Background: an optimization exercise with open tools, aiming at small area and a short achievable clock period. Do not read the settings as production practice. Only simulation tests tie the RTL to the original design; equivalence was not proved. No activity file was given, so power comes from the tool's default toggle rates.

## flow/design.v (module list and top-level ports; edited modules follow where they fit)
// module pid_controller: 1200 lines
// module pid_fa: 4 lines
// module pid_pg: 4 lines
// module pid_carry16: 24 lines
// module pid_bpp: 3 lines
// module pid_ha: 4 lines
// module top: 23 lines
module top (
  input  logic        clk,
  input  logic        rst_n,
  input  logic [15:0] setpoint,
  input  logic [15:0] feedback,
  input  logic [15:0] Kp,
  input  logic [15:0] Ki,
  input  logic [15:0] Kd,
  input  logic [15:0] clk_prescaler,
  output logic [15:0] control_signal
);
  // ...
==> flow/flow/run.sh <==
#!/bin/bash
# The standard layout, with the port buffers made of plain buf_1 cells
# instead of the delay buffers buffer_ports picks on its own, and a larger
# setup margin for timing repair.
set -euo pipefail
export BUFFER_PORTS_ARGS="-buffer_cell sky130_fd_sc_hd__buf_1"
bash standard.sh SETUP_SLACK_MARGIN=6.5 finish > standard.log 2>&1
==> flow/standard.sh <==
#!/bin/bash
# synth_recipe.tcl (not shown) runs the flow's synth.tcl, then flattens the netlist and writes it again
# the make line also repeats each setting of config.mk as NAME=value (left out here)
make -C /OpenROAD-flow-scripts/flow DESIGN_CONFIG=/design/flow/config.mk WORK_HOME=/design/flow/orfs CLKGATE_MAP_FILE= SYNTH_SCRIPT=/design/flow/synth_recipe.tcl "${@:-finish}"
==> flow/config.mk <==
export PLATFORM = sky130hd
export DESIGN_NAME = top
export DESIGN_NICKNAME = top
export VERILOG_FILES = /design/flow/design.v
export SDC_FILE = /design/flow/constraint.sdc
export NUM_CORES = 4
export LEC_CHECK = 0
export CAP_MARGIN = 20
export CORE_MARGIN = 2
export CORE_UTILIZATION = 40
export CTS_BUF_LIST = sky130_fd_sc_hd__clkbuf_4 sky130_fd_sc_hd__clkbuf_8
export CTS_CLUSTER_SIZE = 40
export SETUP_SLACK_MARGIN = 5
export SLEW_MARGIN = 20
export SYNTH_HIERARCHICAL = 1
export SYNTH_MINIMUM_KEEP_SIZE = 0
==> flow/constraint.sdc <==
create_clock -name core_clock -period 12.5 [get_ports {clk}]
set_input_delay 2.5000 -clock core_clock [delete_from_list [all_inputs] [get_ports {clk}]]
set_output_delay 2.5000 -clock core_clock [all_outputs]
set_load 0.01 [all_outputs]
==> run notes, run 1 <==
The dominant power group in this design is combinational logic. The analysis attributes to net switching a power of 2.516 mW. The highest clock frequency the design can meet is 165.2 MHz. The total number of tap cells is 511. The clock sink count is 115. The parity-gate share of the synthesized area counting xor and xnor cells came out at 16.24%. The area growth from synthesis to layout is 19.11%. The timing endpoint of the critical path is u_dut.I1[9]. The cell count after placement is 1957. The total of buffers placed on input and output ports is 113.

The run finished with no timing, DRC or antenna violations. The routed wire length on met3 came out at 2.656 mm. For met3 alone, demand over resource in global routing was 2.987%. The startpoint identified for the worst register-to-register timing path is u_dut.prev[9].

In this run, the number of DRC markers left after iteration 0 of detailed routing was 908. The final critical-path required period is 6.055 ns. The post-route clock period utilization came out at 48.44%. The region available for standard cell placement spans about 38000 µm². Sequential cells consume a total of 0.705 mW. The clock group share of total power came out at about 6.9%. Of all nets on the critical path, the largest fanout is 5. After detailed routing, the average wire length per cell comes to 21.32 µm. The end point of the worst hold path is u_dut.clk_divider[0]. The number of nets with antenna violations after routing came out at 0. The worst relative slew slack is 24.94%. The sequential cell area fraction in the yosys report is between 10% and 20%. The max-slew violation count came out at 0.
==> run 2: changes to the inputs <==
--- a/flow/design.v
+++ b/flow/design.v
@@ -224,168 +224,192 @@
   wire pd_two5 = (prev[11] & ~prev[10] & ~prev[9]) | (~prev[11] & prev[10] & prev[9]);
   wire pd_neg5 = ~prev[11] & (prev[10] | prev[9]);
   wire pd_one6 = prev[12] ^ prev[11];
   wire pd_two6 = (prev[13] & ~prev[12] & ~prev[11]) | (~prev[13] & prev[12] & prev[11]);
   wire pd_neg6 = ~prev[13] & (prev[12] | prev[11]);
   wire pd_one7 = prev[14] ^ prev[13];
   wire pd_two7 = (prev[15] & ~prev[14] & ~prev[13]) | (~prev[15] & prev[14] & prev[13]);
   wire pd_neg7 = ~prev[15] & (prev[14] | prev[13]);
-  wire [15:0] kie_x0 = kig ^ {16{ed_neg0}};
+  wire kid_one0 = kig[0] ^ 1'b0;
+  wire kid_two0 = (kig[1] & ~kig[0] & ~1'b0) | (~kig[1] & kig[0] & 1'b0);
+  wire kid_neg0 = kig[1] & ~(kig[0] & 1'b0);
+  wire kid_one1 = kig[2] ^ kig[1];
+  wire kid_two1 = (kig[3] & ~kig[2] & ~kig[1]) | (~kig[3] & kig[2] & kig[1]);
+  wire kid_neg1 = kig[3] & ~(kig[2] & kig[1]);
+  wire kid_one2 = kig[4] ^ kig[3];
+  wire kid_two2 = (kig[5] & ~kig[4] & ~kig[3]) | (~kig[5] & kig[4] & kig[3]);
+  wire kid_neg2 = kig[5] & ~(kig[4] & kig[3]);
+  wire kid_one3 = kig[6] ^ kig[5];
+  wire kid_two3 = (kig[7] & ~kig[6] & ~kig[5]) | (~kig[7] & kig[6] & kig[5]);
+  wire kid_neg3 = kig[7] & ~(kig[6] & kig[5]);
+  wire kid_one4 = kig[8] ^ kig[7];
+  wire kid_two4 = (kig[9] & ~kig[8] & ~kig[7]) | (~kig[9] & kig[8] & kig[7]);
+  wire kid_neg4 = kig[9] & ~(kig[8] & kig[7]);
+  wire kid_one5 = kig[10] ^ kig[9];
+  wire kid_two5 = (kig[11] & ~kig[10] & ~kig[9]) | (~kig[11] & kig[10] & kig[9]);
+  wire kid_neg5 = kig[11] & ~(kig[10] & kig[9]);
+  wire kid_one6 = kig[12] ^ kig[11];
+  wire kid_two6 = (kig[13] & ~kig[12] & ~kig[11]) | (~kig[13] & kig[12] & kig[11]);
+  wire kid_neg6 = kig[13] & ~(kig[12] & kig[11]);
+  wire kid_one7 = kig[14] ^ kig[13];
+  wire kid_two7 = (kig[15] & ~kig[14] & ~kig[13]) | (~kig[15] & kig[14] & kig[13]);
+  wire kid_neg7 = kig[15] & ~(kig[14] & kig[13]);
+  wire [15:0] kie_x0 = e ^ {16{kid_neg0}};
   wire kie_p0_0;
-  pid_bpp u_kie_p0_0 (.one(ed_one0), .two(ed_two0), .a(kie_x0[0]), .b(ed_neg0), .p(kie_p0_0));
+  pid_bpp u_kie_p0_0 (.one(kid_one0), .two(kid_two0), .a(kie_x0[0]), .b(kid_neg0), .p(kie_p0_0));
   wire kie_p0_1;
-  pid_bpp u_kie_p0_1 (.one(ed_one0), .two(ed_two0), .a(kie_x0[1]), .b(kie_x0[0]), .p(kie_p0_1));
+  pid_bpp u_kie_p0_1 (.one(kid_one0), .two(kid_two0), .a(kie_x0[1]), .b(kie_x0[0]), .p(kie_p0_1));
   wire kie_p0_2;
-  pid_bpp u_kie_p0_2 (.one(ed_one0), .two(ed_two0), .a(kie_x0[2]), .b(kie_x0[1]), .p(kie_p0_2));
+  pid_bpp u_kie_p0_2 (.one(kid_one0), .two(kid_two0), .a(kie_x0[2]), .b(kie_x0[1]), .p(kie_p0_2));
   wire kie_p0_3;
-  pid_bpp u_kie_p0_3 (.one(ed_one0), .two(ed_two0), .a(kie_x0[3]), .b(kie_x0[2]), .p(kie_p0_3));
+  pid_bpp u_kie_p0_3 (.one(kid_one0), .two(kid_two0), .a(kie_x0[3]), .b(kie_x0[2]), .p(kie_p0_3));
   wire kie_p0_4;
-  pid_bpp u_kie_p0_4 (.one(ed_one0), .two(ed_two0), .a(kie_x0[4]), .b(kie_x0[3]), .p(kie_p0_4));
+  pid_bpp u_kie_p0_4 (.one(kid_one0), .two(kid_two0), .a(kie_x0[4]), .b(kie_x0[3]), .p(kie_p0_4));
   wire kie_p0_5;
-  pid_bpp u_kie_p0_5 (.one(ed_one0), .two(ed_two0), .a(kie_x0[5]), .b(kie_x0[4]), .p(kie_p0_5));
+  pid_bpp u_kie_p0_5 (.one(kid_one0), .two(kid_two0), .a(kie_x0[5]), .b(kie_x0[4]), .p(kie_p0_5));
   wire kie_p0_6;
-  pid_bpp u_kie_p0_6 (.one(ed_one0), .two(ed_two0), .a(kie_x0[6]), .b(kie_x0[5]), .p(kie_p0_6));
+  pid_bpp u_kie_p0_6 (.one(kid_one0), .two(kid_two0), .a(kie_x0[6]), .b(kie_x0[5]), .p(kie_p0_6));
   wire kie_p0_7;
-  pid_bpp u_kie_p0_7 (.one(ed_one0), .two(ed_two0), .a(kie_x0[7]), .b(kie_x0[6]), .p(kie_p0_7));
+  pid_bpp u_kie_p0_7 (.one(kid_one0), .two(kid_two0), .a(kie_x0[7]), .b(kie_x0[6]), .p(kie_p0_7));
   wire kie_p0_8;
-  pid_bpp u_kie_p0_8 (.one(ed_one0), .two(ed_two0), .a(kie_x0[8]), .b(kie_x0[7]), .p(kie_p0_8));
+  pid_bpp u_kie_p0_8 (.one(kid_one0), .two(kid_two0), .a(kie_x0[8]), .b(kie_x0[7]), .p(kie_p0_8));
   wire kie_p0_9;
-  pid_bpp u_kie_p0_9 (.one(ed_one0), .two(ed_two0), .a(kie_x0[9]), .b(kie_x0[8]), .p(kie_p0_9));
+  pid_bpp u_kie_p0_9 (.one(kid_one0), .two(kid_two0), .a(kie_x0[9]), .b(kie_x0[8]), .p(kie_p0_9));
   wire kie_p0_10;
-  pid_bpp u_kie_p0_10 (.one(ed_one0), .two(ed_two0), .a(kie_x0[10]), .b(kie_x0[9]), .p(kie_p0_10));
+  pid_bpp u_kie_p0_10 (.one(kid_one0), .two(kid_two0), .a(kie_x0[10]), .b(kie_x0[9]), .p(kie_p0_10));
   wire kie_p0_11;
-  pid_bpp u_kie_p0_11 (.one(ed_one0), .two(ed_two0), .a(kie_x0[11]), .b(kie_x0[10]), .p(kie_p0_11));
+  pid_bpp u_kie_p0_11 (.one(kid_one0), .two(kid_two0), .a(kie_x0[11]), .b(kie_x0[10]), .p(kie_p0_11));
   wire kie_p0_12;
-  pid_bpp u_kie_p0_12 (.one(ed_one0), .two(ed_two0), .a(kie_x0[12]), .b(kie_x0[11]), .p(kie_p0_12));
+  pid_bpp u_kie_p0_12 (.one(kid_one0), .two(kid_two0), .a(kie_x0[12]), .b(kie_x0[11]), .p(kie_p0_12));
   wire kie_p0_13;
-  pid_bpp u_kie_p0_13 (.one(ed_one0), .two(ed_two0), .a(kie_x0[13]), .b(kie_x0[12]), .p(kie_p0_13));
+  pid_bpp u_kie_p0_13 (.one(kid_one0), .two(kid_two0), .a(kie_x0[13]), .b(kie_x0[12]), .p(kie_p0_13));
   wire kie_p0_14;
-  pid_bpp u_kie_p0_14 (.one(ed_one0), .two(ed_two0), .a(kie_x0[14]), .b(kie_x0[13]), .p(kie_p0_14));
+  pid_bpp u_kie_p0_14 (.one(kid_one0), .two(kid_two0), .a(kie_x0[14]), .b(kie_x0[13]), .p(kie_p0_14));
   wire kie_p0_15;
-  pid_bpp u_kie_p0_15 (.one(ed_one0), .two(ed_two0), .a(kie_x0[15]), .b(kie_x0[14]), .p(kie_p0_15));
-  wire [15:0] kie_x1 = kig ^ {16{ed_neg1}};
+  pid_bpp u_kie_p0_15 (.one(kid_one0), .two(kid_two0), .a(kie_x0[15]), .b(kie_x0[14]), .p(kie_p0_15));
+  wire [15:0] kie_x1 = e ^ {16{kid_neg1}};
   wire kie_p1_0;
-  pid_bpp u_kie_p1_0 (.one(ed_one1), .two(ed_two1), .a(kie_x1[0]), .b(ed_neg1), .p(kie_p1_0));
+  pid_bpp u_kie_p1_0 (.one(kid_one1), .two(kid_two1), .a(kie_x1[0]), .b(kid_neg1), .p(kie_p1_0));
   wire kie_p1_1;
-  pid_bpp u_kie_p1_1 (.one(ed_one1), .two(ed_two1), .a(kie_x1[1]), .b(kie_x1[0]), .p(kie_p1_1));
+  pid_bpp u_kie_p1_1 (.one(kid_one1), .two(kid_two1), .a(kie_x1[1]), .b(kie_x1[0]), .p(kie_p1_1));
   wire kie_p1_2;
-  pid_bpp u_kie_p1_2 (.one(ed_one1), .two(ed_two1), .a(kie_x1[2]), .b(kie_x1[1]), .p(kie_p1_2));
+  pid_bpp u_kie_p1_2 (.one(kid_one1), .two(kid_two1), .a(kie_x1[2]), .b(kie_x1[1]), .p(kie_p1_2));
   wire kie_p1_3;
-  pid_bpp u_kie_p1_3 (.one(ed_one1), .two(ed_two1), .a(kie_x1[3]), .b(kie_x1[2]), .p(kie_p1_3));
+  pid_bpp u_kie_p1_3 (.one(kid_one1), .two(kid_two1), .a(kie_x1[3]), .b(kie_x1[2]), .p(kie_p1_3));
   wire kie_p1_4;
-  pid_bpp u_kie_p1_4 (.one(ed_one1), .two(ed_two1), .a(kie_x1[4]), .b(kie_x1[3]), .p(kie_p1_4));
+  pid_bpp u_kie_p1_4 (.one(kid_one1), .two(kid_two1), .a(kie_x1[4]), .b(kie_x1[3]), .p(kie_p1_4));
   wire kie_p1_5;
-  pid_bpp u_kie_p1_5 (.one(ed_one1), .two(ed_two1), .a(kie_x1[5]), .b(kie_x1[4]), .p(kie_p1_5));
+  pid_bpp u_kie_p1_5 (.one(kid_one1), .two(kid_two1), .a(kie_x1[5]), .b(kie_x1[4]), .p(kie_p1_5));
   wire kie_p1_6;
-  pid_bpp u_kie_p1_6 (.one(ed_one1), .two(ed_two1), .a(kie_x1[6]), .b(kie_x1[5]), .p(kie_p1_6));
+  pid_bpp u_kie_p1_6 (.one(kid_one1), .two(kid_two1), .a(kie_x1[6]), .b(kie_x1[5]), .p(kie_p1_6));
   wire kie_p1_7;
-  pid_bpp u_kie_p1_7 (.one(ed_one1), .two(ed_two1), .a(kie_x1[7]), .b(kie_x1[6]), .p(kie_p1_7));
+  pid_bpp u_kie_p1_7 (.one(kid_one1), .two(kid_two1), .a(kie_x1[7]), .b(kie_x1[6]), .p(kie_p1_7));
   wire kie_p1_8;
-  pid_bpp u_kie_p1_8 (.one(ed_one1), .two(ed_two1), .a(kie_x1[8]), .b(kie_x1[7]), .p(kie_p1_8));
+  pid_bpp u_kie_p1_8 (.one(kid_one1), .two(kid_two1), .a(kie_x1[8]), .b(kie_x1[7]), .p(kie_p1_8));
   wire kie_p1_9;
-  pid_bpp u_kie_p1_9 (.one(ed_one1), .two(ed_two1), .a(kie_x1[9]), .b(kie_x1[8]), .p(kie_p1_9));
+  pid_bpp u_kie_p1_9 (.one(kid_one1), .two(kid_two1), .a(kie_x1[9]), .b(kie_x1[8]), .p(kie_p1_9));
   wire kie_p1_10;
-  pid_bpp u_kie_p1_10 (.one(ed_one1), .two(ed_two1), .a(kie_x1[10]), .b(kie_x1[9]), .p(kie_p1_10));
+  pid_bpp u_kie_p1_10 (.one(kid_one1), .two(kid_two1), .a(kie_x1[10]), .b(kie_x1[9]), .p(kie_p1_10));
   wire kie_p1_11;
-  pid_bpp u_kie_p1_11 (.one(ed_one1), .two(ed_two1), .a(kie_x1[11]), .b(kie_x1[10]), .p(kie_p1_11));
+  pid_bpp u_kie_p1_11 (.one(kid_one1), .two(kid_two1), .a(kie_x1[11]), .b(kie_x1[10]), .p(kie_p1_11));
   wire kie_p1_12;
-  pid_bpp u_kie_p1_12 (.one(ed_one1), .two(ed_two1), .a(kie_x1[12]), .b(kie_x1[11]), .p(kie_p1_12));
+  pid_bpp u_kie_p1_12 (.one(kid_one1), .two(kid_two1), .a(kie_x1[12]), .b(kie_x1[11]), .p(kie_p1_12));
   wire kie_p1_13;
-  pid_bpp u_kie_p1_13 (.one(ed_one1), .two(ed_two1), .a(kie_x1[13]), .b(kie_x1[12]), .p(kie_p1_13));
-  wire [15:0] kie_x2 = kig ^ {16{ed_neg2}};
+  pid_bpp u_kie_p1_13 (.one(kid_one1), .two(kid_two1), .a(kie_x1[13]), .b(kie_x1[12]), .p(kie_p1_13));
+  wire [15:0] kie_x2 = e ^ {16{kid_neg2}};
   wire kie_p2_0;
-  pid_bpp u_kie_p2_0 (.one(ed_one2), .two(ed_two2), .a(kie_x2[0]), .b(ed_neg2), .p(kie_p2_0));
+  pid_bpp u_kie_p2_0 (.one(kid_one2), .two(kid_two2), .a(kie_x2[0]), .b(kid_neg2), .p(kie_p2_0));
   wire kie_p2_1;
-  pid_bpp u_kie_p2_1 (.one(ed_one2), .two(ed_two2), .a(kie_x2[1]), .b(kie_x2[0]), .p(kie_p2_1));
+  pid_bpp u_kie_p2_1 (.one(kid_one2), .two(kid_two2), .a(kie_x2[1]), .b(kie_x2[0]), .p(kie_p2_1));
   wire kie_p2_2;
-  pid_bpp u_kie_p2_2 (.one(ed_one2), .two(ed_two2), .a(kie_x2[2]), .b(kie_x2[1]), .p(kie_p2_2));
+  pid_bpp u_kie_p2_2 (.one(kid_one2), .two(kid_two2), .a(kie_x2[2]), .b(kie_x2[1]), .p(kie_p2_2));
   wire kie_p2_3;
-  pid_bpp u_kie_p2_3 (.one(ed_one2), .two(ed_two2), .a(kie_x2[3]), .b(kie_x2[2]), .p(kie_p2_3));
+  pid_bpp u_kie_p2_3 (.one(kid_one2), .two(kid_two2), .a(kie_x2[3]), .b(kie_x2[2]), .p(kie_p2_3));
   wire kie_p2_4;
-  pid_bpp u_kie_p2_4 (.one(ed_one2), .two(ed_two2), .a(kie_x2[4]), .b(kie_x2[3]), .p(kie_p2_4));
+  pid_bpp u_kie_p2_4 (.one(kid_one2), .two(kid_two2), .a(kie_x2[4]), .b(kie_x2[3]), .p(kie_p2_4));
   wire kie_p2_5;
-  pid_bpp u_kie_p2_5 (.one(ed_one2), .two(ed_two2), .a(kie_x2[5]), .b(kie_x2[4]), .p(kie_p2_5));
+  pid_bpp u_kie_p2_5 (.one(kid_one2), .two(kid_two2), .a(kie_x2[5]), .b(kie_x2[4]), .p(kie_p2_5));
   wire kie_p2_6;
-  pid_bpp u_kie_p2_6 (.one(ed_one2), .two(ed_two2), .a(kie_x2[6]), .b(kie_x2[5]), .p(kie_p2_6));
+  pid_bpp u_kie_p2_6 (.one(kid_one2), .two(kid_two2), .a(kie_x2[6]), .b(kie_x2[5]), .p(kie_p2_6));
   wire kie_p2_7;
-  pid_bpp u_kie_p2_7 (.one(ed_one2), .two(ed_two2), .a(kie_x2[7]), .b(kie_x2[6]), .p(kie_p2_7));
+  pid_bpp u_kie_p2_7 (.one(kid_one2), .two(kid_two2), .a(kie_x2[7]), .b(kie_x2[6]), .p(kie_p2_7));
   wire kie_p2_8;
-  pid_bpp u_kie_p2_8 (.one(ed_one2), .two(ed_two2), .a(kie_x2[8]), .b(kie_x2[7]), .p(kie_p2_8));
+  pid_bpp u_kie_p2_8 (.one(kid_one2), .two(kid_two2), .a(kie_x2[8]), .b(kie_x2[7]), .p(kie_p2_8));
   wire kie_p2_9;
-  pid_bpp u_kie_p2_9 (.one(ed_one2), .two(ed_two2), .a(kie_x2[9]), .b(kie_x2[8]), .p(kie_p2_9));
+  pid_bpp u_kie_p2_9 (.one(kid_one2), .two(kid_two2), .a(kie_x2[9]), .b(kie_x2[8]), .p(kie_p2_9));
   wire kie_p2_10;
-  pid_bpp u_kie_p2_10 (.one(ed_one2), .two(ed_two2), .a(kie_x2[10]), .b(kie_x2[9]), .p(kie_p2_10));
+  pid_bpp u_kie_p2_10 (.one(kid_one2), .two(kid_two2), .a(kie_x2[10]), .b(kie_x2[9]), .p(kie_p2_10));
   wire kie_p2_11;
-  pid_bpp u_kie_p2_11 (.one(ed_one2), .two(ed_two2), .a(kie_x2[11]), .b(kie_x2[10]), .p(kie_p2_11));
-  wire [15:0] kie_x3 = kig ^ {16{ed_neg3}};
+  pid_bpp u_kie_p2_11 (.one(kid_one2), .two(kid_two2), .a(kie_x2[11]), .b(kie_x2[10]), .p(kie_p2_11));
+  wire [15:0] kie_x3 = e ^ {16{kid_neg3}};
   wire kie_p3_0;
-  pid_bpp u_kie_p3_0 (.one(ed_one3), .two(ed_two3), .a(kie_x3[0]), .b(ed_neg3), .p(kie_p3_0));
+  pid_bpp u_kie_p3_0 (.one(kid_one3), .two(kid_two3), .a(kie_x3[0]), .b(kid_neg3), .p(kie_p3_0));
   wire kie_p3_1;
-  pid_bpp u_kie_p3_1 (.one(ed_one3), .two(ed_two3), .a(kie_x3[1]), .b(kie_x3[0]), .p(kie_p3_1));
+  pid_bpp u_kie_p3_1 (.one(kid_one3), .two(kid_two3), .a(kie_x3[1]), .b(kie_x3[0]), .p(kie_p3_1));
   wire kie_p3_2;
-  pid_bpp u_kie_p3_2 (.one(ed_one3), .two(ed_two3), .a(kie_x3[2]), .b(kie_x3[1]), .p(kie_p3_2));
+  pid_bpp u_kie_p3_2 (.one(kid_one3), .two(kid_two3), .a(kie_x3[2]), .b(kie_x3[1]), .p(kie_p3_2));
   wire kie_p3_3;
-  pid_bpp u_kie_p3_3 (.one(ed_one3), .two(ed_two3), .a(kie_x3[3]), .b(kie_x3[2]), .p(kie_p3_3));
+  pid_bpp u_kie_p3_3 (.one(kid_one3), .two(kid_two3), .a(kie_x3[3]), .b(kie_x3[2]), .p(kie_p3_3));
   wire kie_p3_4;
-  pid_bpp u_kie_p3_4 (.one(ed_one3), .two(ed_two3), .a(kie_x3[4]), .b(kie_x3[3]), .p(kie_p3_4));
+  pid_bpp u_kie_p3_4 (.one(kid_one3), .two(kid_two3), .a(kie_x3[4]), .b(kie_x3[3]), .p(kie_p3_4));
   wire kie_p3_5;
-  pid_bpp u_kie_p3_5 (.one(ed_one3), .two(ed_two3), .a(kie_x3[5]), .b(kie_x3[4]), .p(kie_p3_5));
+  pid_bpp u_kie_p3_5 (.one(kid_one3), .two(kid_two3), .a(kie_x3[5]), .b(kie_x3[4]), .p(kie_p3_5));
   wire kie_p3_6;
-  pid_bpp u_kie_p3_6 (.one(ed_one3), .two(ed_two3), .a(kie_x3[6]), .b(kie_x3[5]), .p(kie_p3_6));
+  pid_bpp u_kie_p3_6 (.one(kid_one3), .two(kid_two3), .a(kie_x3[6]), .b(kie_x3[5]), .p(kie_p3_6));
   wire kie_p3_7;
-  pid_bpp u_kie_p3_7 (.one(ed_one3), .two(ed_two3), .a(kie_x3[7]), .b(kie_x3[6]), .p(kie_p3_7));
+  pid_bpp u_kie_p3_7 (.one(kid_one3), .two(kid_two3), .a(kie_x3[7]), .b(kie_x3[6]), .p(kie_p3_7));
   wire kie_p3_8;
-  pid_bpp u_kie_p3_8 (.one(ed_one3), .two(ed_two3), .a(kie_x3[8]), .b(kie_x3[7]), .p(kie_p3_8));
+  pid_bpp u_kie_p3_8 (.one(kid_one3), .two(kid_two3), .a(kie_x3[8]), .b(kie_x3[7]), .p(kie_p3_8));
   wire kie_p3_9;
-  pid_bpp u_kie_p3_9 (.one(ed_one3), .two(ed_two3), .a(kie_x3[9]), .b(kie_x3[8]), .p(kie_p3_9));
-  wire [15:0] kie_x4 = kig ^ {16{ed_neg4}};
+  pid_bpp u_kie_p3_9 (.one(kid_one3), .two(kid_two3), .a(kie_x3[9]), .b(kie_x3[8]), .p(kie_p3_9));
+  wire [15:0] kie_x4 = e ^ {16{kid_neg4}};
   wire kie_p4_0;
-  pid_bpp u_kie_p4_0 (.one(ed_one4), .two(ed_two4), .a(kie_x4[0]), .b(ed_neg4), .p(kie_p4_0));
+  pid_bpp u_kie_p4_0 (.one(kid_one4), .two(kid_two4), .a(kie_x4[0]), .b(kid_neg4), .p(kie_p4_0));
   wire kie_p4_1;
-  pid_bpp u_kie_p4_1 (.one(ed_one4), .two(ed_two4), .a(kie_x4[1]), .b(kie_x4[0]), .p(kie_p4_1));
+  pid_bpp u_kie_p4_1 (.one(kid_one4), .two(kid_two4), .a(kie_x4[1]), .b(kie_x4[0]), .p(kie_p4_1));
   wire kie_p4_2;
-  pid_bpp u_kie_p4_2 (.one(ed_one4), .two(ed_two4), .a(kie_x4[2]), .b(kie_x4[1]), .p(kie_p4_2));
+  pid_bpp u_kie_p4_2 (.one(kid_one4), .two(kid_two4), .a(kie_x4[2]), .b(kie_x4[1]), .p(kie_p4_2));
   wire kie_p4_3;
-  pid_bpp u_kie_p4_3 (.one(ed_one4), .two(ed_two4), .a(kie_x4[3]), .b(kie_x4[2]), .p(kie_p4_3));
+  pid_bpp u_kie_p4_3 (.one(kid_one4), .two(kid_two4), .a(kie_x4[3]), .b(kie_x4[2]), .p(kie_p4_3));
   wire kie_p4_4;
-  pid_bpp u_kie_p4_4 (.one(ed_one4), .two(ed_two4), .a(kie_x4[4]), .b(kie_x4[3]), .p(kie_p4_4));
+  pid_bpp u_kie_p4_4 (.one(kid_one4), .two(kid_two4), .a(kie_x4[4]), .b(kie_x4[3]), .p(kie_p4_4));
   wire kie_p4_5;
-  pid_bpp u_kie_p4_5 (.one(ed_one4), .two(ed_two4), .a(kie_x4[5]), .b(kie_x4[4]), .p(kie_p4_5));
+  pid_bpp u_kie_p4_5 (.one(kid_one4), .two(kid_two4), .a(kie_x4[5]), .b(kie_x4[4]), .p(kie_p4_5));
   wire kie_p4_6;
-  pid_bpp u_kie_p4_6 (.one(ed_one4), .two(ed_two4), .a(kie_x4[6]), .b(kie_x4[5]), .p(kie_p4_6));
+  pid_bpp u_kie_p4_6 (.one(kid_one4), .two(kid_two4), .a(kie_x4[6]), .b(kie_x4[5]), .p(kie_p4_6));
   wire kie_p4_7;
-  pid_bpp u_kie_p4_7 (.one(ed_one4), .two(ed_two4), .a(kie_x4[7]), .b(kie_x4[6]), .p(kie_p4_7));
-  wire [15:0] kie_x5 = kig ^ {16{ed_neg5}};
+  pid_bpp u_kie_p4_7 (.one(kid_one4), .two(kid_two4), .a(kie_x4[7]), .b(kie_x4[6]), .p(kie_p4_7));
+  wire [15:0] kie_x5 = e ^ {16{kid_neg5}};
   wire kie_p5_0;
-  pid_bpp u_kie_p5_0 (.one(ed_one5), .two(ed_two5), .a(kie_x5[0]), .b(ed_neg5), .p(kie_p5_0));
+  pid_bpp u_kie_p5_0 (.one(kid_one5), .two(kid_two5), .a(kie_x5[0]), .b(kid_neg5), .p(kie_p5_0));
   wire kie_p5_1;
-  pid_bpp u_kie_p5_1 (.one(ed_one5), .two(ed_two5), .a(kie_x5[1]), .b(kie_x5[0]), .p(kie_p5_1));
+  pid_bpp u_kie_p5_1 (.one(kid_one5), .two(kid_two5), .a(kie_x5[1]), .b(kie_x5[0]), .p(kie_p5_1));
   wire kie_p5_2;
-  pid_bpp u_kie_p5_2 (.one(ed_one5), .two(ed_two5), .a(kie_x5[2]), .b(kie_x5[1]), .p(kie_p5_2));
+  pid_bpp u_kie_p5_2 (.one(kid_one5), .two(kid_two5), .a(kie_x5[2]), .b(kie_x5[1]), .p(kie_p5_2));
   wire kie_p5_3;
-  pid_bpp u_kie_p5_3 (.one(ed_one5), .two(ed_two5), .a(kie_x5[3]), .b(kie_x5[2]), .p(kie_p5_3));
+  pid_bpp u_kie_p5_3 (.one(kid_one5), .two(kid_two5), .a(kie_x5[3]), .b(kie_x5[2]), .p(kie_p5_3));
   wire kie_p5_4;
-  pid_bpp u_kie_p5_4 (.one(ed_one5), .two(ed_two5), .a(kie_x5[4]), .b(kie_x5[3]), .p(kie_p5_4));
+  pid_bpp u_kie_p5_4 (.one(kid_one5), .two(kid_two5), .a(kie_x5[4]), .b(kie_x5[3]), .p(kie_p5_4));
   wire kie_p5_5;
-  pid_bpp u_kie_p5_5 (.one(ed_one5), .two(ed_two5), .a(kie_x5[5]), .b(kie_x5[4]), .p(kie_p5_5));
-  wire [15:0] kie_x6 = kig ^ {16{ed_neg6}};
+  pid_bpp u_kie_p5_5 (.one(kid_one5), .two(kid_two5), .a(kie_x5[5]), .b(kie_x5[4]), .p(kie_p5_5));
+  wire [15:0] kie_x6 = e ^ {16{kid_neg6}};
   wire kie_p6_0;
-  pid_bpp u_kie_p6_0 (.one(ed_one6), .two(ed_two6), .a(kie_x6[0]), .b(ed_neg6), .p(kie_p6_0));
+  pid_bpp u_kie_p6_0 (.one(kid_one6), .two(kid_two6), .a(kie_x6[0]), .b(kid_neg6), .p(kie_p6_0));
   wire kie_p6_1;
-  pid_bpp u_kie_p6_1 (.one(ed_one6), .two(ed_two6), .a(kie_x6[1]), .b(kie_x6[0]), .p(kie_p6_1));
+  pid_bpp u_kie_p6_1 (.one(kid_one6), .two(kid_two6), .a(kie_x6[1]), .b(kie_x6[0]), .p(kie_p6_1));
   wire kie_p6_2;
-  pid_bpp u_kie_p6_2 (.one(ed_one6), .two(ed_two6), .a(kie_x6[2]), .b(kie_x6[1]), .p(kie_p6_2));
+  pid_bpp u_kie_p6_2 (.one(kid_one6), .two(kid_two6), .a(kie_x6[2]), .b(kie_x6[1]), .p(kie_p6_2));
   wire kie_p6_3;
-  pid_bpp u_kie_p6_3 (.one(ed_one6), .two(ed_two6), .a(kie_x6[3]), .b(kie_x6[2]), .p(kie_p6_3));
-  wire [15:0] kie_x7 = kig ^ {16{ed_neg7}};
+  pid_bpp u_kie_p6_3 (.one(kid_one6), .two(kid_two6), .a(kie_x6[3]), .b(kie_x6[2]), .p(kie_p6_3));
+  wire [15:0] kie_x7 = e ^ {16{kid_neg7}};
   wire kie_p7_0;
-  pid_bpp u_kie_p7_0 (.one(ed_one7), .two(ed_two7), .a(kie_x7[0]), .b(ed_neg7), .p(kie_p7_0));
+  pid_bpp u_kie_p7_0 (.one(kid_one7), .two(kid_two7), .a(kie_x7[0]), .b(kid_neg7), .p(kie_p7_0));
   wire kie_p7_1;
-  pid_bpp u_kie_p7_1 (.one(ed_one7), .two(ed_two7), .a(kie_x7[1]), .b(kie_x7[0]), .p(kie_p7_1));
+  pid_bpp u_kie_p7_1 (.one(kid_one7), .two(kid_two7), .a(kie_x7[1]), .b(kie_x7[0]), .p(kie_p7_1));
   wire [15:0] kse_x0 = ksum ^ {16{ed_neg0}};
   wire kse_p0_0;
   pid_bpp u_kse_p0_0 (.one(ed_one0), .two(ed_two0), .a(kse_x0[0]), .b(ed_neg0), .p(kse_p0_0));
   wire kse_p0_1;
   pid_bpp u_kse_p0_1 (.one(ed_one0), .two(ed_two0), .a(kse_x0[1]), .b(kse_x0[0]), .p(kse_p0_1));
   wire kse_p0_2;
   pid_bpp u_kse_p0_2 (.one(ed_one0), .two(ed_two0), .a(kse_x0[2]), .b(kse_x0[1]), .p(kse_p0_2));
   wire kse_p0_3;
@@ -681,159 +705,159 @@
   wire kdp_p6_3;
   pid_bpp u_kdp_p6_3 (.one(pd_one6), .two(pd_two6), .a(kdp_x6[3]), .b(kdp_x6[2]), .p(kdp_p6_3));
   wire [15:0] kdp_x7 = kdg ^ {16{pd_neg7}};
   wire kdp_p7_0;
   pid_bpp u_kdp_p7_0 (.one(pd_one7), .two(pd_two7), .a(kdp_x7[0]), .b(pd_neg7), .p(kdp_p7_0));
   wire kdp_p7_1;
   pid_bpp u_kdp_p7_1 (.one(pd_one7), .two(pd_two7), .a(kdp_x7[1]), .b(kdp_x7[0]), .p(kdp_p7_1));
   wire it_1, it_2;
-  pid_fa u_it_1 (.a(I0[0]), .b(I1[0]), .c(ed_neg0), .s(it_1), .co(it_2));
+  pid_fa u_it_1 (.a(I0[0]), .b(I1[0]), .c(kid_neg0), .s(it_1), .co(it_2));
   wire it_3, it_4;
   pid_fa u_it_3 (.a(I0[1]), .b(I1[1]), .c(it_2), .s(it_3), .co(it_4));
   wire it_5, it_6;
-  pid_fa u_it_5 (.a(I0[2]), .b(I1[2]), .c(ed_neg1), .s(it_5), .co(it_6));
+  pid_fa u_it_5 (.a(I0[2]), .b(I1[2]), .c(kid_neg1), .s(it_5), .co(it_6));
   wire it_7, it_8;
-  pid_fa u_it_7 (.a(kie_p0_2), .b(kie_p1_0), .c(it_5), .s(it_7), .co(it_8));
+  pid_fa u_it_7 (.a(it_5), .b(it_4), .c(kie_p0_2), .s(it_7), .co(it_8));
   wire it_9, it_10;
   pid_fa u_it_9 (.a(I0[3]), .b(I1[3]), .c(it_6), .s(it_9), .co(it_10));
   wire it_11, it_12;
-  pid_fa u_it_11 (.a(kie_p0_3), .b(kie_p1_1), .c(it_8), .s(it_11), .co(it_12));
+  pid_fa u_it_11 (.a(it_9), .b(kie_p0_3), .c(kie_p1_1), .s(it_11), .co(it_12));
   wire it_13, it_14;
-  pid_fa u_it_13 (.a(I0[4]), .b(I1[4]), .c(ed_neg2), .s(it_13), .co(it_14));
+  pid_fa u_it_13 (.a(I0[4]), .b(I1[4]), .c(kid_neg2), .s(it_13), .co(it_14));
   wire it_15, it_16;
-  pid_fa u_it_15 (.a(kie_p0_4), .b(kie_p1_2), .c(kie_p2_0), .s(it_15), .co(it_16));
+  pid_fa u_it_15 (.a(it_13), .b(it_10), .c(kie_p0_4), .s(it_15), .co(it_16));
   wire it_17, it_18;
-  pid_fa u_it_17 (.a(it_13), .b(it_10), .c(it_15), .s(it_17), .co(it_18));
+  pid_fa u_it_17 (.a(kie_p1_2), .b(kie_p2_0), .c(it_12), .s(it_17), .co(it_18));
   wire it_19, it_20;
   pid_fa u_it_19 (.a(I0[5]), .b(I1[5]), .c(it_14), .s(it_19), .co(it_20));
   wire it_21, it_22;
-  pid_fa u_it_21 (.a(kie_p0_5), .b(kie_p1_3), .c(kie_p2_1), .s(it_21), .co(it_22));
+  pid_fa u_it_21 (.a(it_19), .b(kie_p0_5), .c(kie_p1_3), .s(it_21), .co(it_22));
   wire it_23, it_24;
-  pid_fa u_it_23 (.a(it_16), .b(it_19), .c(it_21), .s(it_23), .co(it_24));
+  pid_fa u_it_23 (.a(kie_p2_1), .b(it_16), .c(it_21), .s(it_23), .co(it_24));
   wire it_25, it_26;
-  pid_fa u_it_25 (.a(I0[6]), .b(I1[6]), .c(ed_neg3), .s(it_25), .co(it_26));
+  pid_fa u_it_25 (.a(I0[6]), .b(I1[6]), .c(kid_neg3), .s(it_25), .co(it_26));
   wire it_27, it_28;
-  pid_fa u_it_27 (.a(kie_p0_6), .b(kie_p1_4), .c(kie_p2_2), .s(it_27), .co(it_28));
+  pid_fa u_it_27 (.a(it_25), .b(it_20), .c(kie_p0_6), .s(it_27), .co(it_28));
   wire it_29, it_30;
-  pid_fa u_it_29 (.a(kie_p3_0), .b(it_25), .c(it_20), .s(it_29), .co(it_30));
+  pid_fa u_it_29 (.a(kie_p1_4), .b(kie_p2_2), .c(kie_p3_0), .s(it_29), .co(it_30));
   wire it_31, it_32;
   pid_fa u_it_31 (.a(it_22), .b(it_27), .c(it_29), .s(it_31), .co(it_32));
   wire it_33, it_34;
   pid_fa u_it_33 (.a(I0[7]), .b(I1[7]), .c(it_26), .s(it_33), .co(it_34));
   wire it_35, it_36;
-  pid_fa u_it_35 (.a(kie_p0_7), .b(kie_p1_5), .c(kie_p2_3), .s(it_35), .co(it_36));
+  pid_fa u_it_35 (.a(it_33), .b(kie_p0_7), .c(kie_p1_5), .s(it_35), .co(it_36));
   wire it_37, it_38;
-  pid_fa u_it_37 (.a(kie_p3_1), .b(it_28), .c(it_33), .s(it_37), .co(it_38));
+  pid_fa u_it_37 (.a(kie_p2_3), .b(kie_p3_1), .c(it_28), .s(it_37), .co(it_38));
   wire it_39, it_40;
-  pid_fa u_it_39 (.a(it_35), .b(it_30), .c(it_37), .s(it_39), .co(it_40));
+  pid_fa u_it_39 (.a(it_30), .b(it_35), .c(it_32), .s(it_39), .co(it_40));
   wire it_41, it_42;
-  pid_fa u_it_41 (.a(I0[8]), .b(I1[8]), .c(ed_neg4), .s(it_41), .co(it_42));
+  pid_fa u_it_41 (.a(I0[8]), .b(I1[8]), .c(kid_neg4), .s(it_41), .co(it_42));
   wire it_43, it_44;
-  pid_fa u_it_43 (.a(kie_p0_8), .b(kie_p1_6), .c(kie_p2_4), .s(it_43), .co(it_44));
+  pid_fa u_it_43 (.a(it_41), .b(it_34), .c(kie_p0_8), .s(it_43), .co(it_44));
   wire it_45, it_46;
-  pid_fa u_it_45 (.a(kie_p3_2), .b(kie_p4_0), .c(it_41), .s(it_45), .co(it_46));
+  pid_fa u_it_45 (.a(kie_p1_6), .b(kie_p2_4), .c(kie_p3_2), .s(it_45), .co(it_46));
   wire it_47, it_48;
-  pid_fa u_it_47 (.a(it_34), .b(it_36), .c(it_43), .s(it_47), .co(it_48));
+  pid_fa u_it_47 (.a(kie_p4_0), .b(it_36), .c(it_43), .s(it_47), .co(it_48));
   wire it_49, it_50;
   pid_fa u_it_49 (.a(it_45), .b(it_38), .c(it_47), .s(it_49), .co(it_50));
   wire it_51, it_52;
   pid_fa u_it_51 (.a(I0[9]), .b(I1[9]), .c(it_42), .s(it_51), .co(it_52));
   wire it_53, it_54;
-  pid_fa u_it_53 (.a(kie_p0_9), .b(kie_p1_7), .c(kie_p2_5), .s(it_53), .co(it_54));
+  pid_fa u_it_53 (.a(it_51), .b(kie_p0_9), .c(kie_p1_7), .s(it_53), .co(it_54));
   wire it_55, it_56;
-  pid_fa u_it_55 (.a(kie_p3_3), .b(kie_p4_1), .c(it_44), .s(it_55), .co(it_56));
+  pid_fa u_it_55 (.a(kie_p2_5), .b(kie_p3_3), .c(kie_p4_1), .s(it_55), .co(it_56));
   wire it_57, it_58;
-  pid_fa u_it_57 (.a(it_46), .b(it_51), .c(it_53), .s(it_57), .co(it_58));
+  pid_fa u_it_57 (.a(it_44), .b(it_46), .c(it_53), .s(it_57), .co(it_58));
   wire it_59, it_60;
-  pid_fa u_it_59 (.a(it_48), .b(it_55), .c(it_57), .s(it_59), .co(it_60));
+  pid_fa u_it_59 (.a(it_55), .b(it_48), .c(it_57), .s(it_59), .co(it_60));
   wire it_61, it_62;
   pid_fa u_it_61 (.a(I0[10]), .b(I1[10]), .c(I2[10]), .s(it_61), .co(it_62));
   wire it_63, it_64;
-  pid_fa u_it_63 (.a(it_61), .b(ed_neg5), .c(kie_p0_10), .s(it_63), .co(it_64));
+  pid_fa u_it_63 (.a(it_61), .b(kid_neg5), .c(it_52), .s(it_63), .co(it_64));
   wire it_65, it_66;
-  pid_fa u_it_65 (.a(kie_p1_8), .b(kie_p2_6), .c(kie_p3_4), .s(it_65), .co(it_66));
+  pid_fa u_it_65 (.a(kie_p0_10), .b(kie_p1_8), .c(kie_p2_6), .s(it_65), .co(it_66));
   wire it_67, it_68;
-  pid_fa u_it_67 (.a(kie_p4_2), .b(kie_p5_0), .c(it_52), .s(it_67), .co(it_68));
+  pid_fa u_it_67 (.a(kie_p3_4), .b(kie_p4_2), .c(kie_p5_0), .s(it_67), .co(it_68));
   wire it_69, it_70;
-  pid_fa u_it_69 (.a(it_54), .b(it_63), .c(it_65), .s(it_69), .co(it_70));
+  pid_fa u_it_69 (.a(it_63), .b(it_54), .c(it_56), .s(it_69), .co(it_70));
   wire it_71, it_72;
-  pid_fa u_it_71 (.a(it_56), .b(it_67), .c(it_58), .s(it_71), .co(it_72));
+  pid_fa u_it_71 (.a(it_65), .b(it_67), .c(it_58), .s(it_71), .co(it_72));
   wire it_73, it_74;
   pid_fa u_it_73 (.a(I0[11]), .b(I1[11]), .c(I2[11]), .s(it_73), .co(it_74));
   wire it_75, it_76;
   pid_fa u_it_75 (.a(it_62), .b(it_73), .c(kie_p0_11), .s(it_75), .co(it_76));
   wire it_77, it_78;
   pid_fa u_it_77 (.a(kie_p1_9), .b(kie_p2_7), .c(kie_p3_5), .s(it_77), .co(it_78));
   wire it_79, it_80;
   pid_fa u_it_79 (.a(kie_p4_3), .b(kie_p5_1), .c(it_64), .s(it_79), .co(it_80));
   wire it_81, it_82;
-  pid_fa u_it_81 (.a(it_66), .b(it_75), .c(it_77), .s(it_81), .co(it_82));
+  pid_fa u_it_81 (.a(it_66), .b(it_68), .c(it_75), .s(it_81), .co(it_82));
   wire it_83, it_84;
-  pid_fa u_it_83 (.a(it_68), .b(it_70), .c(it_79), .s(it_83), .co(it_84));
+  pid_fa u_it_83 (.a(it_77), .b(it_79), .c(it_70), .s(it_83), .co(it_84));
   wire it_85, it_86;
   pid_fa u_it_85 (.a(I0[12]), .b(I1[12]), .c(I2[12]), .s(it_85), .co(it_86));
   wire it_87, it_88;
-  pid_fa u_it_87 (.a(it_74), .b(it_85), .c(ed_neg6), .s(it_87), .co(it_88));
+  pid_fa u_it_87 (.a(it_74), .b(it_85), .c(kid_neg6), .s(it_87), .co(it_88));
   wire it_89, it_90;
-  pid_fa u_it_89 (.a(kie_p0_12), .b(kie_p1_10), .c(kie_p2_8), .s(it_89), .co(it_90));
+  pid_fa u_it_89 (.a(it_87), .b(kie_p0_12), .c(kie_p1_10), .s(it_89), .co(it_90));
   wire it_91, it_92;
-  pid_fa u_it_91 (.a(kie_p3_6), .b(kie_p4_4), .c(kie_p5_2), .s(it_91), .co(it_92));
+  pid_fa u_it_91 (.a(kie_p2_8), .b(kie_p3_6), .c(kie_p4_4), .s(it_91), .co(it_92));
   wire it_93, it_94;
-  pid_fa u_it_93 (.a(kie_p6_0), .b(it_87), .c(it_76), .s(it_93), .co(it_94));
+  pid_fa u_it_93 (.a(kie_p5_2), .b(kie_p6_0), .c(it_76), .s(it_93), .co(it_94));
   wire it_95, it_96;
   pid_fa u_it_95 (.a(it_78), .b(it_89), .c(it_91), .s(it_95), .co(it_96));
   wire it_97, it_98;
   pid_fa u_it_97 (.a(it_80), .b(it_82), .c(it_93), .s(it_97), .co(it_98));
   wire it_99, it_100;
   pid_fa u_it_99 (.a(I0[13]), .b(I1[13]), .c(I2[13]), .s(it_99), .co(it_100));
   wire it_101, it_102;
   pid_fa u_it_101 (.a(it_86), .b(it_99), .c(it_88), .s(it_101), .co(it_102));
   wire it_103, it_104;
-  pid_fa u_it_103 (.a(kie_p0_13), .b(kie_p1_11), .c(kie_p2_9), .s(it_103), .co(it_104));
+  pid_fa u_it_103 (.a(it_101), .b(kie_p0_13), .c(kie_p1_11), .s(it_103), .co(it_104));
   wire it_105, it_106;
-  pid_fa u_it_105 (.a(kie_p3_7), .b(kie_p4_5), .c(kie_p5_3), .s(it_105), .co(it_106));
+  pid_fa u_it_105 (.a(kie_p2_9), .b(kie_p3_7), .c(kie_p4_5), .s(it_105), .co(it_106));
   wire it_107, it_108;
-  pid_fa u_it_107 (.a(kie_p6_1), .b(it_90), .c(it_92), .s(it_107), .co(it_108));
+  pid_fa u_it_107 (.a(kie_p5_3), .b(kie_p6_1), .c(it_90), .s(it_107), .co(it_108));
   wire it_109, it_110;
-  pid_fa u_it_109 (.a(it_101), .b(it_103), .c(it_105), .s(it_109), .co(it_110));
+  pid_fa u_it_109 (.a(it_92), .b(it_103), .c(it_105), .s(it_109), .co(it_110));
   wire it_111, it_112;
   pid_fa u_it_111 (.a(it_94), .b(it_96), .c(it_107), .s(it_111), .co(it_112));
   wire it_113, it_114;
   pid_fa u_it_113 (.a(I0[14]), .b(I1[14]), .c(I2[14]), .s(it_113), .co(it_114));
   wire it_115, it_116;
-  pid_fa u_it_115 (.a(it_100), .b(it_113), .c(ed_neg7), .s(it_115), .co(it_116));
+  pid_fa u_it_115 (.a(it_100), .b(it_113), .c(kid_neg7), .s(it_115), .co(it_116));
   wire it_117, it_118;
-  pid_fa u_it_117 (.a(kie_p0_14), .b(kie_p1_12), .c(kie_p2_10), .s(it_117), .co(it_118));
+  pid_fa u_it_117 (.a(it_115), .b(it_102), .c(kie_p0_14), .s(it_117), .co(it_118));
   wire it_119, it_120;
-  pid_fa u_it_119 (.a(kie_p3_8), .b(kie_p4_6), .c(kie_p5_4), .s(it_119), .co(it_120));
+  pid_fa u_it_119 (.a(kie_p1_12), .b(kie_p2_10), .c(kie_p3_8), .s(it_119), .co(it_120));
   wire it_121, it_122;
-  pid_fa u_it_121 (.a(kie_p6_2), .b(kie_p7_0), .c(it_115), .s(it_121), .co(it_122));
+  pid_fa u_it_121 (.a(kie_p4_6), .b(kie_p5_4), .c(kie_p6_2), .s(it_121), .co(it_122));
   wire it_123, it_124;
-  pid_fa u_it_123 (.a(it_102), .b(it_104), .c(it_106), .s(it_123), .co(it_124));
+  pid_fa u_it_123 (.a(kie_p7_0), .b(it_104), .c(it_106), .s(it_123), .co(it_124));
   wire it_125, it_126;
   pid_fa u_it_125 (.a(it_117), .b(it_119), .c(it_121), .s(it_125), .co(it_126));
   wire it_127, it_128;
   pid_fa u_it_127 (.a(it_108), .b(it_110), .c(it_123), .s(it_127), .co(it_128));
   wire it_129, it_130;
   pid_fa u_it_129 (.a(I0[15]), .b(I1[15]), .c(I2[15]), .s(it_129), .co(it_130));
   wire it_131, it_132;
   pid_fa u_it_131 (.a(it_114), .b(it_129), .c(it_116), .s(it_131), .co(it_132));
   wire it_133, it_134;
-  pid_fa u_it_133 (.a(kie_p0_15), .b(kie_p1_13), .c(kie_p2_11), .s(it_133), .co(it_134));
+  pid_fa u_it_133 (.a(it_131), .b(kie_p0_15), .c(kie_p1_13), .s(it_133), .co(it_134));
   wire it_135, it_136;
-  pid_fa u_it_135 (.a(kie_p3_9), .b(kie_p4_7), .c(kie_p5_5), .s(it_135), .co(it_136));
+  pid_fa u_it_135 (.a(kie_p2_11), .b(kie_p3_9), .c(kie_p4_7), .s(it_135), .co(it_136));
   wire it_137, it_138;
-  pid_fa u_it_137 (.a(kie_p6_3), .b(kie_p7_1), .c(it_118), .s(it_137), .co(it_138));
+  pid_fa u_it_137 (.a(kie_p5_5), .b(kie_p6_3), .c(kie_p7_1), .s(it_137), .co(it_138));
   wire it_139, it_140;
-  pid_fa u_it_139 (.a(it_120), .b(it_122), .c(it_131), .s(it_139), .co(it_140));
+  pid_fa u_it_139 (.a(it_118), .b(it_120), .c(it_122), .s(it_139), .co(it_140));
   wire it_141, it_142;
-  pid_fa u_it_141 (.a(it_133), .b(it_135), .c(it_124), .s(it_141), .co(it_142));
+  pid_fa u_it_141 (.a(it_133), .b(it_135), .c(it_137), .s(it_141), .co(it_142));
   wire it_143, it_144;
-  pid_fa u_it_143 (.a(it_126), .b(it_137), .c(it_139), .s(it_143), .co(it_144));
+  pid_fa u_it_143 (.a(it_124), .b(it_126), .c(it_139), .s(it_143), .co(it_144));
   wire ct_1, ct_2;
   pid_fa u_ct_1 (.a(pd_neg0), .b(X0[0]), .c(X1[0]), .s(ct_1), .co(ct_2));
   wire ct_3, ct_4;
   pid_fa u_ct_3 (.a(ct_1), .b(kdp_p0_0), .c(ed_neg0), .s(ct_3), .co(ct_4));
   wire ct_5, ct_6;
   pid_fa u_ct_5 (.a(X0[1]), .b(X1[1]), .c(ct_2), .s(ct_5), .co(ct_6));
   wire ct_7, ct_8;
   pid_fa u_ct_7 (.a(ct_5), .b(kdp_p0_1), .c(ct_4), .s(ct_7), .co(ct_8));
@@ -1124,18 +1148,18 @@
       I1 <= 16'h0000;
       I2 <= 16'h0000;
       C0 <= 16'h0000;
       C1 <= 16'h0000;
       C2 <= 16'h0000;
       C3 <= 16'h0000;
     end else begin
       if (smp) prev <= e;
-      I0 <= {it_128, it_125, it_109, it_95, it_81, it_69, it_50, it_40, it_32, it_24, it_18, it_12, it_9, it_4, kie_p0_1, kie_p0_0};
-      I1 <= {it_141, it_112, it_98, it_84, it_72, it_60, it_59, it_49, it_39, it_31, it_23, it_17, it_11, it_7, it_3, it_1};
+      I0 <= {it_141, it_125, it_109, it_95, it_81, it_69, it_50, it_40, it_37, it_24, it_18, it_15, it_8, kie_p1_0, it_3, it_1};
+      I1 <= {it_128, it_112, it_98, it_84, it_72, it_60, it_59, it_49, it_39, it_31, it_23, it_17, it_11, it_7, kie_p0_1, kie_p0_0};
       I2 <= {it_143, it_127, it_111, it_97, it_83, it_71, 1'b0, 1'b0, 1'b0, 1'b0, 1'b0, 1'b0, 1'b0, 1'b0, 1'b0, 1'b0};
       C0 <= {ct_254, ct_251, ct_194, ct_166, ct_165, ct_141, ct_117, ct_97, ct_64, ct_48, ct_36, ct_24, ct_21, ct_8, kse_p0_1, kse_p0_0};
       C1 <= {ct_285, ct_253, ct_221, ct_193, ct_144, ct_120, ct_100, ct_80, ct_79, ct_63, ct_47, ct_35, ct_23, ct_15, ct_7, ct_3};
       C2 <= {ct_256, ct_224, ct_196, ct_168, ct_167, ct_143, ct_119, ct_99, 1'b0, 1'b0, 1'b0, 1'b0, 1'b0, 1'b0, 1'b0, 1'b0};
       C3 <= {ct_287, ct_255, ct_223, ct_195, 1'b0, 1'b0, 1'b0, 1'b0, 1'b0, 1'b0, 1'b0, 1'b0, 1'b0, 1'b0, 1'b0, 1'b0};
     end
   end
   wire ot_1, ot_2;
==> flow/config.mk (replaced) <==
export PLATFORM = sky130hd
export DESIGN_NAME = top
export DESIGN_NICKNAME = top
export VERILOG_FILES = /design/flow/design.v
export SDC_FILE = /design/flow/constraint.sdc
export NUM_CORES = 4
export LEC_CHECK = 0
export CAP_MARGIN = 20
export CORE_MARGIN = 2
export CORE_UTILIZATION = 40
export SETUP_SLACK_MARGIN = 5
export SLEW_MARGIN = 20
export SYNTH_HIERARCHICAL = 1
export SYNTH_MINIMUM_KEEP_SIZE = 0
==> run notes, run 2 <==
Status: timing/DRC/antenna clean (unchanged). The TritonCTS clock tree is done (unchanged). The gate count after technology mapping came to 1385 (was 1344).

The worst clock skew was 0.009655 ns (was 0.02444 ns). The worst relative slew slack is 35.92% (was 24.94%). The die outline width is 201.5 µm (was 199.2 µm).

The share of synthesized registers carrying an async set or reset came out at 100.0% (unchanged). The highest metal layer with signal wires is met4 (unchanged). The combined global-route utilization of all metal layers came out at 21.87% (was 22.55%). RSZ-0062 raised after global routing: true (unchanged). The final total power is 4.149 mW (was 5.115 mW). The cell type with the highest occurrence count on the critical path is sky130_fd_sc_hd__fa_1 (unchanged). The number of top-level pins was 114 (unchanged). The flip-flop and latch count after synthesis was 115 (unchanged). The HPWL reported at the end of detailed placement is 34.75 mm (was 32.76 mm). Top area cells in the synthesized netlist: sky130_fd_sc_hd__fa_1 (29%), sky130_fd_sc_hd__dfrtp_1 (18%), sky130_fd_sc_hd__xnor2_1 (13%) (was sky130_fd_sc_hd__fa_1 (30%), sky130_fd_sc_hd__dfrtp_1 (19%), sky130_fd_sc_hd__xnor2_1 (14%)). The sequential cell area fraction in the yosys report is 18.44% (was 18.87%). The netlist area before placement is 15600 µm² (was 15250 µm²).

Critical path, cell by cell: buf_1 > inv_1 > ha_2 > a21oi_1 > o21ai_2 > nor2_1 > a21oi_2 > xnor2_2 > inv_2 > ha_1 > nor2_4 > xnor2_1 > a22o_1 > fa_2 > fa_1 > fa_1 (was clkbuf_2 > ha_4 > a21o_4 > nand4_1 > nand2_2 > a21o_4 > a31o_1 > xnor2_2 > inv_2 > ha_4 > nor2_4 > buf_12 > fa_1 > fa_2 > fa_1 > fa_1). The via count is 11330 (was 11260). The clock tree root buffer cell is sky130_fd_sc_hd__clkbuf_16 (was sky130_fd_sc_hd__clkbuf_8).

The effective utilization at floorplan came out at 40.47% (was 40.58%). The most frequent standard cell in the layout excluding fill and tap cells is sky130_fd_sc_hd__a22o_1 (unchanged). The global-route wire length before repair is 68.08 mm (was 67.12 mm). The type of the most critical hold path is flop to flop (unchanged).

The largest net degree at the start of global routing came out at 63 (was 69). The number of distinct library cells after synthesis came to 45 (was 38). The kind of start point of the critical path is an input port (unchanged). The first-pass detailed-route iteration total is 5 (was 7). The count of final hold-check violations came out at 0 (unchanged). The routed length on met2 came to 20.41 mm (was 21.45 mm). The total of buffers placed on input and output ports came out at 113 (unchanged). The critical path required time came out at 12.79 ns (was 12.85 ns). The final critical-path required period came out at 5.946 ns (was 6.055 ns). The via density per instance came to 5.444 (was 5.505). The number of synthesized flops with an enable pin is 0 (unchanged). The critical setup path kind is input port to flop (unchanged). The dominant cell type by area after synthesis is sky130_fd_sc_hd__fa_1 (unchanged). The number of antenna violations at the first check in global routing was 0 (unchanged). The warning count from the yosys run came out at 10 (unchanged). The slew at the pin closest to its max-slew limit came to 0.9526 ns (was 1.120 ns). The worst hold slack across all endpoints came out at 0.5226 ns (was 0.4812 ns). The endpoint kind of the worst setup timing path is a flop (unchanged). The number of global-route vias before repair is 11820 (was 11460). The placed cell area is 16900 µm² (was 16470 µm²).

The library cell with the highest instance count after synthesis is sky130_fd_sc_hd__xnor2_1 (unchanged). The proportion of layout cells with a drive suffix above 1 is 18.12% (was 18.76%). The number of violations reported at the end of detailed-routing iteration 0 is 818 (was 908). The max-slew violation count is 0 (unchanged). The reported max-cap violation count is 0 (unchanged). The clock latency of the later-clocked register in the worst-skew pair was 0.42 ns (was 0.48 ns). The number of nets with antenna violations after routing is 0 (unchanged). The post-route clock period utilization came out at 47.56% (was 48.44%).

The final net count was 1958 (was 1924). The final RePlAce weighted congestion is 0.8721 (was 0.8780). The synthesized area per cell came out at 11.27 µm² (was 11.34 µm²). The data arrival time of the worst path came to 6.24 ns (was 6.41 ns). The standard cell core area came out at 38560 µm² (was 37580 µm²). The most used flip-flop cell after synthesis is sky130_fd_sc_hd__dfrtp_1 (unchanged).

The post-CTS clock slew at the launch and capture registers of the worst setup and hold paths is 0.06 ns (was 0.10 ns). The synthesis-to-finish area growth is 18.71% (was 19.11%). The count of unresolved DRC violations after routing was 0 (unchanged).

The areal power density over the cells is 224.0 nW/µm² (was 281.7 nW/µm²). Most frequent cells in the layout: sky130_fd_sc_hd__a22o_1 (216), sky130_fd_sc_hd__fa_1 (212), sky130_fd_sc_hd__xnor2_1 (209) (was sky130_fd_sc_hd__a22o_1 (216), sky130_fd_sc_hd__xnor2_1 (210), sky130_fd_sc_hd__fa_1 (198)). The largest fanout on the critical path came out at 7 (was 5). The H-tree depth is 4 (unchanged).

The die area came to 40600 µm² (was 39690 µm²). The total grt overflow is 0 (unchanged). The routed wire length on met3 was 2.274 mm (was 2.656 mm).

The stage delay of the slowest cell on the critical path is 0.53 ns (about the same). The post-route standard cell area excluding fillers is 18520 µm² (was 18160 µm²). The internal reg-to-reg setup slack came out at 6.67 ns (was 6.63 ns).

The routed metal-1 wire length is 19.37 mm (was 18.21 mm). The height of the chip is 201.5 µm (was 199.2 µm). The total CTS buffers is 17 (unchanged). The total wire length after detailed routing came to 43.24 mm (was 43.62 mm). The final sum of negative setup slack was 0 ns (unchanged). Top post-synthesis cells by count: sky130_fd_sc_hd__xnor2_1 (233), sky130_fd_sc_hd__fa_1 (226), sky130_fd_sc_hd__a22o_1 (216) (was sky130_fd_sc_hd__xnor2_1 (242), sky130_fd_sc_hd__fa_1 (226), sky130_fd_sc_hd__a22o_1 (216)).

The highest clock frequency the design can meet came out at 168.2 MHz (was 165.2 MHz). The average wire per standard cell is 20.78 µm (was 21.32 µm). The site row count is 72 (was 71). The total setup violations reported at the end of the flow came out at 0 (unchanged). The highest-delay cell along the critical path is sky130_fd_sc_hd__fa_1 (unchanged). The area share of the largest cell type after synthesis is 29.00% (was 29.67%). The leakage power figure is 8.548 nW (was 8.069 nW).

The clock sink count is 115 (unchanged). The peak ir drop on the vdd network is 0.1673 mV (was 0.1608 mV). The deepest clock path buffer count came to 2 (unchanged).
-- run 2: cell families (layout without fill, tap and decap cells) --
family | after synthesis | count (layout) | share of synthesized area [%]
AO/OA/AOI/OAI | 329 | 329 | 16.98
XOR/XNOR | 281 | 281 | 15.97
adder cells (fa/ha/maj) | 311 | 311 | 35.81
buffers and inverters | 111 | 284 | 3.103
flip-flops | 115 | 115 | 18.44
multiplexers | 39 | 39 | 2.815
other | 2 | 7 | 0.04813
AND/OR/NAND/NOR | 197 | 197 | 6.840
-- run 2: area by class of cell --
| type | instances | area (µm²) |
|---|---|---|
| repair buffers | 182 | 1076 |
| inverters | 70 | 285.3 |
| clock inverters | 15 | 162.7 |
| well taps | 518 | 648.1 |
| flip-flops and latches | 115 | 2883 |
| clock buffers | 17 | 425.4 |
| fillers | 3635 | 20030 |
| diodes | 1 | 2.502 |
| multi-input cells | 1163 | 13040 |
-- run 2: metrics by stage --
step / setup slack [ns] / util, % / instances
floorplan: 6.296 / - / 1389
global placement: 5.267 / 43.80 / 1998
detailed placement: 5.385 / 43.83 / 1999
CTS: 6.497 / 47.17 / 2069
global route: 6.426 / 48.03 / 2080
finish: 6.554 / 48.04 / 2081
-- run 2: what timing repair did --
action                                  CTS  global route
pin swaps                                23            27
buffers inserted                         38            11
hold buffers                              0             0
endpoints found under the setup margin   43            26
gates resized for setup                  54            51
-- run 2: metal layers --
| metal | vias up | track usage [%] |
|---|---|---|
| li1 | 5166 | - |
| met1 | 5745 | 30.63 |
| met2 | 366 | 34.94 |
| met3 | 53 | 3.401 |
| met4 | 0 | 6.854 |
| met5 | - | 0 |
-- run 2: path summary, 6_finish.rpt --
check,from,end,cells past startpoint
setup / recovery,feedback[5],u_dut.C3[15],16
hold / removal,u_dut.clk_divider[0],u_dut.clk_divider[0],1
setup reg to reg,u_dut.smp,u_dut.C3[14],11
hold reg to reg,u_dut.clk_divider[0],u_dut.clk_divider[0],1
max in group asynchronous,rst_n,u_dut.prev[9],2
min in group asynchronous,rst_n,u_dut.clk_divider[15],1
-- run 2: power breakdown --
| group | internal (mW) | leakage (nW) | switching (mW) |
|---|---|---|---|
| clock network | 0.284 | 0.285 | 0.210 |
| logic | 1.36 | 6.83 | 1.75 |
| registers | 0.492 | 1.43 | 0.0569 |
-- run 2: critical path, delay by kind of cell --
| family | cells | cell delay [ns] |
|---|---|---|
| simple gates | 2 | 0.30 |
| buf+inv | 3 | 0.25 |
| fa+ha+maj | 5 | 2.04 |
| compound gates | 4 | 0.81 |
| xor+xnor | 2 | 0.33 |
-- run 2: Yosys stat by module (local to each module, per instance), excerpt --
module          cells inside  copies in the design  area, µm²  flops+latches
pid_controller           761                     1       7747            115
pid_carry16               44                     3      271.5              0
pid_fa                     1                   226      20.02              0
pid_ha                     1                     2      12.51              0
pid_pg                     1                    48      12.51              0
pid_bpp                    1                   216      8.758              0
==> run 3: changes to the inputs <==
--- a/flow/flow/run.sh
+++ b/flow/flow/run.sh
@@ -4,4 +4,4 @@
 # setup margin for timing repair.
 set -euo pipefail
 export BUFFER_PORTS_ARGS="-buffer_cell sky130_fd_sc_hd__buf_1"
-bash standard.sh SETUP_SLACK_MARGIN=6.5 finish > standard.log 2>&1
+bash standard.sh SETUP_SLACK_MARGIN=6.8 finish > standard.log 2>&1
==> run notes, run 3 <==
Status: timing/DRC/antenna clean (unchanged). The placed cell area is 16950 µm² (was 16900 µm²). The peak ir drop on the vdd network is 0.1739 mV (was 0.1673 mV). RSZ-0062 raised after global routing: true (unchanged). The count of antenna diodes in the layout came to 0 (was 1). The via count came to 11530 (was 11330). The height of the chip came out at 201.5 µm (unchanged).

The flip-flop and latch count after synthesis came out at 115 (unchanged). The worst relative slew slack is 26.39% (was 35.92%). Most frequent cells in the layout: sky130_fd_sc_hd__a22o_1 (216), sky130_fd_sc_hd__xnor2_1 (199), sky130_fd_sc_hd__fa_1 (185) (was sky130_fd_sc_hd__a22o_1 (216), sky130_fd_sc_hd__fa_1 (212), sky130_fd_sc_hd__xnor2_1 (209)). The critical path required time is 12.81 ns (was 12.79 ns). The post-route clock period utilization is 47.64% (was 47.56%).

The number of synthesized flops with an enable pin is 0 (unchanged). The combined global-route utilization of all metal layers came to 22.92% (was 21.87%). The final sum of negative setup slack came to 0 ns (unchanged). The worst hold slack across all endpoints is 0.4965 ns (was 0.5226 ns). The number of global-route vias before repair came to 12160 (was 11820). The standard cell core area is 38560 µm² (unchanged).

The die outline width is 201.5 µm (unchanged). The total setup violations reported at the end of the flow came out at 0 (unchanged). The timing endpoint of the critical path is u_dut.C2[11] (was u_dut.C3[15]). The first-pass detailed-route iteration total came out at 5 (unchanged). The post-CTS clock slew at the launch and capture registers of the worst setup and hold paths came to 0.07 ns (was 0.06 ns). The proportion of layout cells with a drive suffix above 1 was 22.60% (was 18.12%). Top area cells in the synthesized netlist: sky130_fd_sc_hd__fa_1 (29%), sky130_fd_sc_hd__dfrtp_1 (18%), sky130_fd_sc_hd__xnor2_1 (13%) (unchanged). The worst path buffer plus inverter count is 4 (was 3). The kind of start point of the critical path is an input port (unchanged).

The max-slew violation count came to 0 (unchanged). The library cell with the highest instance count after synthesis was sky130_fd_sc_hd__xnor2_1 (unchanged). The final critical-path required period is 5.955 ns (was 5.946 ns).

The data arrival time of the worst path came to 6.27 ns (was 6.24 ns). The worst flop-to-flop path startpoint is u_dut.prev[9] (was u_dut.smp). The largest net degree at the start of global routing was 68 (was 63).

The cell count along the critical path came out at 18 (was 16).
run 3: cell families after synthesis:
family / Yosys count / synth area share, %
adders and majority gates: 311 / 35.81
DFF: 115 / 18.44
xor gates and xnor gates: 281 / 15.97
buffers and inverters: 111 / 3.103
AOI/OAI and AO/OA: 329 / 16.98
and+or+nand+nor: 197 / 6.840
muxes: 39 / 2.815
other: 2 / 0.04813
run 3: layout make-up:
| class | instances | area (µm²) | share of cell area [%] |
|---|---|---|---|
| clock buffers | 17 | 425.4 | 2.225 |
| clock inverters | 15 | 147.6 | 0.7722 |
| inverters | 70 | 294.0 | 1.538 |
| multi-input cells | 1163 | 13350 | 69.83 |
| flip-flops and latches | 115 | 2883 | 15.08 |
| well taps | 518 | 648.1 | 3.390 |
| repair buffers | 204 | 1371 | 7.172 |
run 3: per-layer routing:
layer,part of all wire (%),track usage (%),vias up
li1,-,-,5206
met1,43,30.16,5874
met2,49,37.64,374
met3,5.4,4.438,78
met4,3.4,8.430,0
met5,0,0,-
run 3: worst min path at each step:
stage                          from              endpoint  slack (ns)  cells after the start
6_report       u_dut.clk_divider[0]  u_dut.clk_divider[0]        0.50                      1
5_1_grt        u_dut.clk_divider[0]  u_dut.clk_divider[0]        0.52                      1
4_1_cts        u_dut.clk_divider[0]  u_dut.clk_divider[0]        0.51                      1
3_3_place_gp   u_dut.clk_divider[0]  u_dut.clk_divider[0]        0.50                      1
2_1_floorplan  u_dut.clk_divider[0]  u_dut.clk_divider[0]        0.45                      1
3_5_place_dp   u_dut.clk_divider[0]  u_dut.clk_divider[0]        0.50                      1
run 3: modules after synthesis (local to each module, per instance), excerpt:
module          cells inside  flip-flops and latches  area [µm²]
pid_bpp                    1                       0       8.758
pid_carry16               44                       0       271.5
pid_controller           761                     115        7747
pid_fa                     1                       0       20.02
pid_ha                     1                       0       12.51
pid_pg                     1                       0       12.51
run 3: what timing repair did:
item,in CTS,in global routing
pin swaps,42,49
setup buffers,57,13
setup endpoints to repair,64,46
resized for setup,116,70
gates cloned,0,0
endpoints found under the hold margin,0,0
run 3: worst reg2reg max path, delay by kind of cell (launching register included):
kind	cells	cell delay [ns]
buffers and inverters	2	0.27
and+or+nand+nor	1	0.12
adders and majority gates	11	4.84
DFF	1	0.44
run 3: where the power goes:
group          internal, mW  switching (mW)
Clock                 0.279           0.204
Sequential            0.492          0.0603
Combinational          1.46            1.80
run 3: stage by stage:
step | setup slack [ns] | total power [mW] | util (%)
after floorplan | 6.296 | 2.579 | -
after global placement | 5.569 | 3.561 | 43.92
after detailed placement | 5.473 | 3.609 | 43.95
after CTS | 6.601 | 4.275 | 48.55
after global routing | 6.452 | 4.683 | 49.59
final | 6.545 | 4.297 | 49.59

afterwards: timing with drivers on the ports:
No port has a modelled driver above. Below, the same layouts with a new extraction and two added sets of constraints.
Step 1: set_driving_cell puts a clkbuf_16 on clk and a buf_2 on each other input, an assumption about the parent block.
Step 2, shift: input delay + t, output delay - t, t = (earliest + latest rising clock arrival at the registers) / 2. This alone moves slack from input paths to output paths.
Slacks: ideal ports / drivers / drivers and shift; pairs: ideal ports / drivers.
run | shift t [ns] | setup WS [ns]
run 1 | 0.514 | 6.445 / 6.469 / 5.955
run 2 | 0.470 | 6.554 / 6.568 / 6.114
run 3 | 0.479 | 6.545 / 6.557 / 6.077
After both steps every run listed still meets setup and hold.
